This is an optimization exercise on Yosys and OpenROAD, whose aim is small area, not a production implementation.
Only simulation tests tie the RTL to the original design; equivalence was not proved.
Power and IR drop assume default switching activity.

==> flow/design.v (excerpt) <==
module osd_core (
    input pix_clk, rstb,
    input fval, dval, lval,
    input [31:0] str,
    input [95:0] str_color,
    input [10:0] start_x,
    input [9:0] start_y,
    input [7:0] pix_data,
    output [10:0] data_addr,
    input [39:0] data_in,
    output [15:0] scan_addr,
    input [7:0] pix_font,
    output [23:0] pix_modified,
    output fval_out, dval_out, lval_out
);
Size: about 260 I/O pins.
export LEC_CHECK = 0
export CAP_MARGIN = 20
export CORE_MARGIN = 2
export CORE_UTILIZATION = 40
export GPL_TIMING_DRIVEN = 0
export SLEW_MARGIN = 20
export SYNTH_HIERARCHICAL = 1
export BUFFER_PORTS_ARGS = -buffer_cell sky130_fd_sc_hd__buf_1
export REMOVE_ABC_BUFFERS = 1
export CTS_ARGS = -sink_clustering_enable -repair_clock_nets -dont_use_dummy_load -buf_list sky130_fd_sc_hd__clkbuf_8
create_clock -name core_clock -period 25.0 [get_ports {pix_clk}]
standard.sh (not shown) runs the stock make flow with config.mk's settings and CLKGATE_MAP_FILE= SYNTH_SCRIPT=/design/flow/synth_recipe.tcl, a recipe that flattens the netlist after the stock synthesis.
==> flow/flow/run.sh <==
#!/bin/bash
# The standard layout with area-oriented settings:
#  - port buffers made from the smallest buffer cell (every port still gets one)
#  - synthesis (abc) buffers removed at floorplan
#  - no dummy loads added to the clock tree
# Each tool's output is in the ORFS logs under orfs/logs; make's output is in
# standard_run.log.
set -e
cat >> config.mk <<'EOT'
export BUFFER_PORTS_ARGS = -buffer_cell sky130_fd_sc_hd__buf_1
export REMOVE_ABC_BUFFERS = 1
export CTS_ARGS = -sink_clustering_enable -repair_clock_nets -dont_use_dummy_load -buf_list sky130_fd_sc_hd__clkbuf_8
EOT
bash standard.sh > standard_run.log 2>&1
The baseline produced a clean layout.
Change:
--- a/flow/config.mk
+++ b/flow/config.mk
@@ -7,7 +7,7 @@
 export LEC_CHECK = 0
-export CAP_MARGIN = 20
+export CAP_MARGIN = 0
 export CORE_MARGIN = 2
-export CORE_UTILIZATION = 40
+export CORE_UTILIZATION = 50
 export GPL_TIMING_DRIVEN = 0
-export SLEW_MARGIN = 20
+export SLEW_MARGIN = 0
 export SYNTH_HIERARCHICAL = 1
Result: The changed run completed with no timing, DRC or antenna violations. Cell area went down by 0.83%. Core utilization rose by 9.8 points. Combinational power is about the same. Non-clock buffer count went up by 2. Total power went down by 1.1%. Via count shrinks by 1.5%. Worst setup slack gains 120 ps.
Change:
--- a/flow/config.mk
+++ b/flow/config.mk
@@ -9,3 +9,3 @@
 export CORE_MARGIN = 2
-export CORE_UTILIZATION = 50
+export CORE_UTILIZATION = 40
 export GPL_TIMING_DRIVEN = 0
After rerunning: The changed run completed without violations; power increases by 0.99%; worst setup slack gets worse by 150 ps; worst hold slack gets better by 3.3 ps; routed wire length increases by 5.1%; final cell count increases by 6.4%; sequential share of layout area decreases by 0.16 points; clock-buffer cell count is unchanged; global-route usage decreases by 3.5 points; synthesized cell count does not change.
Change:
--- a/flow/flow/run.sh
+++ b/flow/flow/run.sh
@@ -2,2 +2,4 @@
 # The standard layout with area-oriented settings:
+#  - synthesis: abc maps without assuming a large load on each output
+#    (ABC_LOAD_IN_FF 0), so it does not upsize gates for it
 #  - port buffers made from the smallest buffer cell (every port still gets one)
@@ -13,2 +15,2 @@
 EOT
-bash standard.sh > standard_run.log 2>&1
+bash standard.sh ABC_LOAD_IN_FF=0 finish > standard_run.log 2>&1
Effect: Total power goes down by 4.2%. Sequential cell count stays the same. Synthesized area shrinks by 1.3%. Synthesized cell count does not change.

Another version of the RTL of osd_core (not shown whole).
Size in the first run: roughly 1200 cells after synthesis, roughly 260 I/O pins, roughly 12000 um^2 of cells after synthesis.
==> flow/config.mk <==
export PLATFORM = sky130hd
export DESIGN_NAME = osd_core
export DESIGN_NICKNAME = osd_core
export VERILOG_FILES = /design/flow/design.v
export SDC_FILE = /design/flow/constraint.sdc
export NUM_CORES = 4
export LEC_CHECK = 0
export CAP_MARGIN = 20
export CORE_MARGIN = 2
export CORE_UTILIZATION = 40
export CTS_BUF_LIST = sky130_fd_sc_hd__clkbuf_8
export SLEW_MARGIN = 20
export SYNTH_HIERARCHICAL = 1
export BUFFER_PORTS_ARGS = -buffer_cell sky130_fd_sc_hd__buf_1
==> flow/constraint.sdc <==
create_clock -name core_clock -period 25.0 [get_ports {pix_clk}]
set_input_delay 5.0000 -clock core_clock [delete_from_list [all_inputs] [get_ports {pix_clk}]]
set_output_delay 5.0000 -clock core_clock [all_outputs]
set_load 0.01 [all_outputs]
==> flow/flow/run.sh <==
#!/bin/bash
set -e
cp standard.sh standard.sh.log
echo 'export BUFFER_PORTS_ARGS = -buffer_cell sky130_fd_sc_hd__buf_1' >> config.mk
bash standard.sh > standard_run.log 2>&1
Then changed:
==> flow/flow/run.sh (replaced) <==
#!/bin/bash
# The standard layout with area-oriented settings:
#  - port buffers made from the smallest buffer cell (every port still gets one)
#  - synthesis (abc) buffers removed at floorplan
#  - no dummy loads added to the clock tree
# Each tool's output is in the ORFS logs under orfs/logs; make's output is in
# standard_run.log.
set -e
cat >> config.mk <<'EOT'
export BUFFER_PORTS_ARGS = -buffer_cell sky130_fd_sc_hd__buf_1
export REMOVE_ABC_BUFFERS = 1
export CTS_ARGS = -sink_clustering_enable -repair_clock_nets -dont_use_dummy_load -buf_list sky130_fd_sc_hd__clkbuf_8
EOT
bash standard.sh > standard_run.log 2>&1
CAP_MARGIN = 0   (was 20)
CTS_ARGS = -sink_clustering_enable -repair_clock_nets -dont_use_dummy_load -buf_list sky130_fd_sc_hd__clkbuf_8   (was not set)
CTS_BUF_LIST = not set   (was sky130_fd_sc_hd__clkbuf_8)
GPL_TIMING_DRIVEN = 0   (was not set)
REMOVE_ABC_BUFFERS = 1   (was not set)
SLEW_MARGIN = 0   (was 20)
Cell area shrinks by about 1.3%.
Area after synthesis is unchanged.
Core utilization shrinks by 0.56 points.
Non-clock buffer count came out lower by 18.
Global-route usage came out lower by 0.41 points.
Setup slack gets worse by 0.52 ns.
Clock skew grows by 0.0039 ns.
Register-to-register slack got worse by 0.46 ns.
Via count fell by 0.42%.
Die area stays the same.
Hold slack is worse by 0.0042 ns.

## what the ideal ports hide
In the flow no input, the clock included, has a driving cell. The finished layouts below were timed again as built, in two steps. Step 1, drivers: a clkbuf_16 drives pix_clk and a buf_2 each remaining input, both assumed. Step 2 times the ports against the registers' clock, not the clock port: input delays grow and output delays shrink by t, the midpoint of the rising clock arrivals with the driver on. a / b / c = ideal / step 1 / step 2; a / b = the first two.
run	t (ns)	slack for setup (ns)	slew at the worst register clock pin (ns)	worst data-port slew with drivers (ns)	cell pins on the clock port's net
the first run of note 1	0.408	3.046 / 3.063 / 2.655	0.11 / 0.11	0.07	1
the second run of note 1	0.419	3.163 / 3.182 / 2.762	0.12 / 0.12	0.07	1
the third run of note 1	0.400	3.009 / 3.027 / 2.626	0.10 / 0.10	0.07	1
the fourth run of note 1	0.412	2.893 / 2.905 / 2.493	0.10 / 0.10	0.10	1
the first run of note 2	0.412	6.701 / 6.718 / 6.306	0.12 / 0.12	0.08	1
the second run of note 2	0.379	6.179 / 6.184 / 5.806	0.09 / 0.09	0.05	1
After both steps setup and hold are still met in every run listed. The setup slack of the second run of note 1, which loses most, moves by +0.019 ns with the drivers and by -0.401 ns with both steps.
